What follows belongs to an exercise in optimizing a design on an open flow for small area, a short achievable clock period and few clock cycles per item; a production flow would make more cautious choices.
At most, simulation tests tie the RTL to the original design; equivalence was not proved.
Power is estimated from default activity; no workload was simulated.

Design execution_unit_top, start of the top module:
module execution_unit_top (
    input        clk,
    input        rst,
    input        start,
    input  [3:0] opcode,
    input  [7:0] A,
    input  [7:0] B,
    output     [15:0] result,
    output reg        busy,
    output reg        done
);
For scale: roughly 650 cells after synthesis, ~41 I/O pins, about 0.0039 mm2 of cells after synthesis.
==> module execution_unit_top, before the edit <==
module execution_unit_top (
    input        clk,
    input        rst,
    input        start,
    input  [3:0] opcode,
    input  [7:0] A,
    input  [7:0] B,
    output     [15:0] result,
    output reg        busy,
    output reg        done
);
    reg [15:0] R;        
    reg        addm;     
    reg        dsh;      
    reg        dq;       
    reg        dqn;      
    reg  [7:0] X;        
    reg        sgn;      
    reg        isdiv;    
    reg  [2:0] cnt;      
    reg        bone;     
    reg        btwo;     
    reg        bneg;     
    function [9:0] cneg(input [9:0] x, input s);
        integer i;
        reg     nz;
        begin
            nz = 1'b0;
            for (i = 0; i < 10; i = i + 1) begin
                cneg[i] = x[i] ^ (s & nz);
                nz      = nz | x[i];
            end
        end
    endfunction
    function [2:0] booth(input q1, input q0, input qm);
        begin
            booth[2] = q0 ^ qm;
            booth[1] = (q1 & ~q0 & ~qm) | (~q1 & q0 & qm);
            booth[0] = q1 & ~(q0 & qm);
        end
    endfunction
    wire [7:0] bx   = B ^ {8{opcode[0]}};
    wire [4:0] slo  = {1'b0, A[3:0]} + {1'b0, bx[3:0]} + {4'd0, opcode[0]};
    wire [3:0] shi0 = A[7:4] + bx[7:4];
    wire [3:0] shi1 = A[7:4] + bx[7:4] + 4'd1;
    reg [15:0] alu;
    always @(*) begin
        case (opcode[2:0])
            3'd0, 3'd1: alu = {3'b000, slo[4], shi1, shi0, slo[3:0]};
            3'd2:       alu = {8'h00, A & B};
            3'd3:       alu = {8'h00, A | B};
            3'd4:       alu = {8'h00, A ^ B};
            3'd5:       alu = {8'h00, ~A};
            default:    alu = 16'h0000;
        endcase
    end
    wire [15:0] mul0 = {8'h00, B};
    wire [7:0] ma  = cneg({2'b00, A}, A[7]);
    wire [7:0] mb  = cneg({2'b00, B}, B[7]);
    wire       bz  = (B == 8'h00);
    wire       b1  = (B == 8'h01) | (B == 8'hFF);
    wire       b2  = (B == 8'h02) | (B == 8'hFE);
    wire       q7  = bz | (b1 & ma[7]);
    wire       q6  = bz | (b1 & ma[6]) | (b2 & ma[7]);
    wire [1:0] r6  = b1 ? 2'b00 : b2 ? {1'b0, ma[6]} : ma[7:6];
    wire [15:0] div0 = {6'd0, r6, ma[5:0], q7, q6};
    wire       dshort = {1'b0, ma} < {mb, 1'b0};
    wire       dq1    = ma >= mb;
    wire       rneg = R[15];
    wire       xs   = X[7] & ~isdiv;
    wire [9:0] pp   = (btwo ? {X[7], X, 1'b0} : bone ? {xs, xs, X} : 10'd0)
                      ^ {10{bneg}};
    wire [9:0] op1  = isdiv ? {rneg, R[15:8], R[7]}
                            : {{2{rneg}}, R[15:8]};
    wire [9:0] s    = op1 + pp + {9'd0, bneg};
    wire        qb  = ~s[7] | ~|X;
    wire [7:0]  quo = cneg({2'b00, R[6:0], qb}, sgn);
    wire        last = isdiv ? (cnt == 3'd5) : (cnt == 3'd3);
    always @(posedge clk) begin
        addm <= ~busy & ~opcode[3] & ~opcode[2] & ~opcode[1];
        dsh  <= ~busy & opcode[3] & opcode[0] & dshort;
        dq   <= dq1;
        dqn  <= dq1 & (A[7] ^ B[7]);
        if (busy) begin
            cnt <= cnt + 3'd1;
            if (!isdiv) begin
                R                  <= {s, R[7:2]};
                {bone, btwo, bneg} <= booth(R[3], R[2], R[1]);
            end else begin
                R                  <= last ? {8'h00, quo}
                                           : {s[7:0], R[6:0], qb};
                {bone, btwo, bneg} <= {2'b10, qb};
            end
        end else begin
            cnt   <= 3'd0;
            isdiv <= opcode[0];
            sgn   <= A[7] ^ B[7];
            {bone, btwo, bneg} <= opcode[0] ? 3'b101 : booth(B[1], B[0], 1'b0);
            X     <= opcode[0] ? mb : A;
            if (!opcode[3]) begin
                R <= alu;
            end else if (!opcode[0]) begin
                R <= mul0;
            end else begin
                R <= div0;
            end
        end
    end
    always @(posedge clk) begin
        if (rst) begin
            busy <= 1'b0;
            done <= 1'b0;
        end else if (busy) begin
            busy <= ~last;
            done <= last;
        end else begin
            busy <= start & opcode[3] & ~(opcode[0] & dshort);
            done <= start & (~opcode[3] | (opcode[0] & dshort));
        end
    end
    wire hsel = addm & R[12];
    assign result = {R[15:8] & {8{~(addm | dsh)}},
                     dsh ? {4{dqn}} : hsel ? R[11:8] : R[7:4],
                     dsh ? {dqn, dqn, dqn, dq} : R[3:0]};
endmodule
export LEC_CHECK = 0
export ABC_AREA = 1
export CAP_MARGIN = 20
export CORE_MARGIN = 2
export CORE_UTILIZATION = 40
export SETUP_SLACK_MARGIN = 3.0
export SLEW_MARGIN = 20
create_clock -name core_clock -period 6.0 [get_ports {clk}]
standard.sh (not shown) runs the stock make flow with config.mk's settings and CLKGATE_MAP_FILE= SYNTH_SCRIPT=/design/flow/synth_recipe.tcl, a recipe that flattens the netlist after the stock synthesis.
==> flow/flow/run.sh <==
#!/bin/bash
# Layout flow: the standard ORFS flow (standard.sh), with two changes:
#  - no full/half-adder cell extraction in synthesis (ADDER_MAP_FILE empty),
#    so abc maps the adders together with the rest of the logic;
#  - the port buffers that global placement inserts are buf_2 cells.
# Each tool's output is in orfs/logs/ and the make output in flow_make.log.
set -euo pipefail
bash standard.sh finish ADDER_MAP_FILE= \
    "BUFFER_PORTS_ARGS=-buffer_cell sky130_fd_sc_hd__buf_2" \
    > flow_make.log 2>&1
==> next run, changes <==
--- a/flow/design.v
+++ b/flow/design.v
@@ -91,21 +91,23 @@
                                            : {s[7:0], R[6:0], qb};
                 {bone, btwo, bneg} <= {2'b10, qb};
             end
         end else begin
             cnt   <= 3'd0;
             isdiv <= opcode[0];
-            sgn   <= A[7] ^ B[7];
-            {bone, btwo, bneg} <= opcode[0] ? 3'b101 : booth(B[1], B[0], 1'b0);
-            X     <= opcode[0] ? mb : A;
             if (!opcode[3]) begin
                 R <= alu;
             end else if (!opcode[0]) begin
-                R <= mul0;
+                R                  <= mul0;
+                X                  <= A;
+                {bone, btwo, bneg} <= booth(B[1], B[0], 1'b0);
             end else begin
-                R <= div0;
+                R                  <= div0;
+                X                  <= mb;
+                sgn                <= A[7] ^ B[7];
+                {bone, btwo, bneg} <= 3'b101;
             end
         end
     end
     always @(posedge clk) begin
         if (rst) begin
             busy <= 1'b0;
Result: The changed run produced a clean layout; register-to-register slack is worse by 0.06 ns; wire length came out lower by 5.4%; sequential share of layout area came out higher by 1.1 points; non-clock buffer count came out higher by 1; flip-flop and latch count is unchanged.
Testbench counts after the change, summed over its fixed seeds: cycles 4,176, ops 2,400.
Function not checked in the first run of this note: the RTL went through the layout flow alone.

Another version of the RTL of execution_unit_top (not shown whole).
For scale: about 680 cells after synthesis, about 38 flip-flops, roughly 41 I/O pins, roughly 0.0041 mm² of cells after synthesis.
==> module execution_unit_top, before the edit <==
module execution_unit_top (
    input        clk,
    input        rst,
    input        start,
    input  [3:0] opcode,
    input  [7:0] A,
    input  [7:0] B,
    output     [15:0] result,
    output reg        busy,
    output reg        done
);
    reg [15:0] R;        
    reg        addm;     
    reg        dsh;      
    reg        dq;       
    reg        dqn;      
    reg  [7:0] X;        
    reg        sgn;      
    reg        isdiv;    
    reg  [2:0] cnt;      
    reg        bone;     
    reg        btwo;     
    reg        bneg;     
    function [9:0] cneg(input [9:0] x, input s);
        integer i;
        reg     nz;
        begin
            nz = 1'b0;
            for (i = 0; i < 10; i = i + 1) begin
                cneg[i] = x[i] ^ (s & nz);
                nz      = nz | x[i];
            end
        end
    endfunction
    function [2:0] booth(input q1, input q0, input qm);
        begin
            booth[2] = q0 ^ qm;
            booth[1] = (q1 & ~q0 & ~qm) | (~q1 & q0 & qm);
            booth[0] = q1 & ~(q0 & qm);
        end
    endfunction
    wire [7:0] bx   = B ^ {8{opcode[0]}};
    wire [4:0] slo  = {1'b0, A[3:0]} + {1'b0, bx[3:0]} + {4'd0, opcode[0]};
    wire [3:0] shi0 = A[7:4] + bx[7:4];
    wire [3:0] shi1 = A[7:4] + bx[7:4] + 4'd1;
    reg [15:0] alu;
    always @(*) begin
        case (opcode[2:0])
            3'd0, 3'd1: alu = {3'b000, slo[4], shi1, shi0, slo[3:0]};
            3'd2:       alu = {8'h00, A & B};
            3'd3:       alu = {8'h00, A | B};
            3'd4:       alu = {8'h00, A ^ B};
            3'd5:       alu = {8'h00, ~A};
            default:    alu = 16'h0000;
        endcase
    end
    wire        mfirst = ~B[1];
    wire [9:0]  m0     = B[0] ? {{2{A[7]}}, A} : 10'd0;
    wire [15:0] mul0   = mfirst ? {m0, B[7:2]} : {8'h00, B};
    wire [7:0] ma  = cneg({2'b00, A}, A[7]);
    wire [7:0] mb  = cneg({2'b00, B}, B[7]);
    wire       bz  = (B == 8'h00);
    wire       b1  = (B == 8'h01) | (B == 8'hFF);
    wire       b2  = (B == 8'h02) | (B == 8'hFE);
    wire       q7  = bz | (b1 & ma[7]);
    wire       q6  = bz | (b1 & ma[6]) | (b2 & ma[7]);
    wire [1:0] r6  = b1 ? 2'b00 : b2 ? {1'b0, ma[6]} : ma[7:6];
    wire [15:0] div0 = {6'd0, r6, ma[5:0], q7, q6};
    wire       dshort = {1'b0, ma} < {mb, 1'b0};
    wire       dq1    = ma >= mb;
    wire       rneg = R[15];
    wire       xs   = X[7] & ~isdiv;
    wire [9:0] pp   = (btwo ? {X[7], X, 1'b0} : bone ? {xs, xs, X} : 10'd0)
                      ^ {10{bneg}};
    wire [9:0] op1  = isdiv ? {rneg, R[15:8], R[7]}
                            : {{2{rneg}}, R[15:8]};
    wire [9:0] s    = op1 + pp + {9'd0, bneg};
    wire        qb  = ~s[7] | ~|X;
    wire [7:0]  quo = cneg({2'b00, R[6:0], qb}, sgn);
    wire        last = isdiv ? (cnt == 3'd5) : (cnt == 3'd3);
    always @(posedge clk) begin
        addm <= ~busy & ~opcode[3] & ~opcode[2] & ~opcode[1];
        dsh  <= ~busy & opcode[3] & opcode[0] & dshort;
        dq   <= dq1;
        dqn  <= dq1 & (A[7] ^ B[7]);
        if (busy) begin
            cnt <= cnt + 3'd1;
            if (!isdiv) begin
                R                  <= {s, R[7:2]};
                {bone, btwo, bneg} <= booth(R[3], R[2], R[1]);
            end else begin
                R                  <= last ? {8'h00, quo}
                                           : {s[7:0], R[6:0], qb};
                {bone, btwo, bneg} <= {2'b10, qb};
            end
        end else begin
            cnt   <= {2'b00, ~opcode[0] & mfirst};
            isdiv <= opcode[0];
            if (!opcode[3]) begin
                R <= alu;
            end else if (!opcode[0]) begin
                R                  <= mul0;
                X                  <= A;
                {bone, btwo, bneg} <= mfirst ? booth(B[3], B[2], B[1])
                                             : booth(B[1], B[0], 1'b0);
            end else begin
                R                  <= div0;
                X                  <= mb;
                sgn                <= A[7] ^ B[7];
                {bone, btwo, bneg} <= 3'b101;
            end
        end
    end
    always @(posedge clk) begin
        if (rst) begin
            busy <= 1'b0;
            done <= 1'b0;
        end else if (busy) begin
            busy <= ~last;
            done <= last;
        end else begin
            busy <= start & opcode[3] & ~(opcode[0] & dshort);
            done <= start & (~opcode[3] | (opcode[0] & dshort));
        end
    end
    wire hsel = addm & R[12];
    assign result = {R[15:8] & {8{~(addm | dsh)}},
                     dsh ? {4{dqn}} : hsel ? R[11:8] : R[7:4],
                     dsh ? {dqn, dqn, dqn, dq} : R[3:0]};
endmodule
export LEC_CHECK = 0
export ABC_AREA = 1
export CAP_MARGIN = 20
export CORE_MARGIN = 2
export CORE_UTILIZATION = 40
export SETUP_SLACK_MARGIN = 3.0
export SLEW_MARGIN = 20
create_clock -name core_clock -period 6.0 [get_ports {clk}]
Scripts as last shown in full above: flow/flow/run.sh
Then changed:
--- a/flow/design.v
+++ b/flow/design.v
@@ -53,11 +53,11 @@
             3'd5:       alu = {8'h00, ~A};
             default:    alu = 16'h0000;
         endcase
     end
-    wire        mfirst = ~B[1];
-    wire [9:0]  m0     = B[0] ? {{2{A[7]}}, A} : 10'd0;
-    wire [15:0] mul0   = mfirst ? {m0, B[7:2]} : {8'h00, B};
+    wire [9:0]  mv   = B[0] ? {{2{A[7]}}, A} : B[1] ? {A[7], A, 1'b0} : 10'd0;
+    wire [9:0]  mp   = cneg(mv, B[1]);
+    wire [15:0] mul0 = {mp, B[7:2]};
     wire [7:0] ma  = cneg({2'b00, A}, A[7]);
     wire [7:0] mb  = cneg({2'b00, B}, B[7]);
     wire       bz  = (B == 8'h00);
     wire       b1  = (B == 8'h01) | (B == 8'hFF);
@@ -67,8 +67,9 @@
     wire [1:0] r6  = b1 ? 2'b00 : b2 ? {1'b0, ma[6]} : ma[7:6];
     wire [15:0] div0 = {6'd0, r6, ma[5:0], q7, q6};
     wire       dshort = {1'b0, ma} < {mb, 1'b0};
     wire       dq1    = ma >= mb;
+    wire       dmid   = {4'd0, ma} < {mb, 4'd0};
     wire       rneg = R[15];
     wire       xs   = X[7] & ~isdiv;
     wire [9:0] pp   = (btwo ? {X[7], X, 1'b0} : bone ? {xs, xs, X} : 10'd0)
                       ^ {10{bneg}};
@@ -76,9 +77,9 @@
                             : {{2{rneg}}, R[15:8]};
     wire [9:0] s    = op1 + pp + {9'd0, bneg};
     wire        qb  = ~s[7] | ~|X;
     wire [7:0]  quo = cneg({2'b00, R[6:0], qb}, sgn);
-    wire        last = isdiv ? (cnt == 3'd5) : (cnt == 3'd3);
+    wire        last = isdiv ? (cnt == 3'd5) : (cnt == 3'd2);
     always @(posedge clk) begin
         addm <= ~busy & ~opcode[3] & ~opcode[2] & ~opcode[1];
         dsh  <= ~busy & opcode[3] & opcode[0] & dshort;
         dq   <= dq1;
@@ -93,19 +94,18 @@
                                            : {s[7:0], R[6:0], qb};
                 {bone, btwo, bneg} <= {2'b10, qb};
             end
         end else begin
-            cnt   <= {2'b00, ~opcode[0] & mfirst};
+            cnt   <= (opcode[0] & dmid) ? 3'd2 : 3'd0;
             isdiv <= opcode[0];
             if (!opcode[3]) begin
                 R <= alu;
             end else if (!opcode[0]) begin
                 R                  <= mul0;
                 X                  <= A;
-                {bone, btwo, bneg} <= mfirst ? booth(B[3], B[2], B[1])
-                                             : booth(B[1], B[0], 1'b0);
+                {bone, btwo, bneg} <= booth(B[3], B[2], B[1]);
             end else begin
-                R                  <= div0;
+                R                  <= dmid ? {4'd0, ma, 4'd0} : div0;
                 X                  <= mb;
                 sgn                <= A[7] ^ B[7];
                 {bone, btwo, bneg} <= 3'b101;
             end
What happened: Design area rose by 18%; area after synthesis goes up by 7.0%; hold slack degrades by 0.022 ns; sequential power grows by about 2%; power climbs by 16%; count of clock-buffer cells in the layout came out lower by 2; core utilization goes up by 3.7 points; worst setup slack degrades by 0.12 ns; flip-flop and latch count is unchanged.
No run of this note included a check of the RTL's function; only the layout flow was run.

what the ideal ports hide:
The results above use ideal ports. As a check the final layouts listed here were re-extracted and re-timed, cells and wires unchanged. Step 1 (the two cells are an assumption about what drives the block):
set clk [get_ports {clk}]
set_driving_cell -lib_cell sky130_fd_sc_hd__clkbuf_16 $clk
set_driving_cell -lib_cell sky130_fd_sc_hd__buf_2 [delete_from_list [all_inputs] $clk]
Step 2, shift: input delay + t, output delay - t, t = (earliest + latest rising clock arrival at the registers) / 2. This alone moves slack from input paths to output paths. a / b / c = ideal / step 1 / step 2; a / b = the first two.
| run | t, ns | setup WS [ns] | worst setup path at the end | slew at the worst register clock pin (ns) | pins driven straight from the clock port |
|---|---|---|---|---|---|
| the first run of note 1 | 0.317 | 2.933 / 2.946 / 2.630 | input to register | 0.08 / 0.08 | 1 |
| the second run of note 1 | 0.321 | 3.146 / 3.158 / 2.838 | input to register | 0.08 / 0.08 | 1 |
| the first run of note 2 | 0.321 | 3.162 / 3.170 / 2.849 | input to register | 0.08 / 0.08 | 1 |
| the second run of note 2 | 0.319 | 3.039 / 3.040 / 2.722 | input to register | 0.09 / 0.09 | 1 |
After both steps setup and hold are still met in every run listed. For the second run of note 2, which loses most, drivers alone change the setup slack by +0.001 ns; drivers and shift together by -0.317 ns.
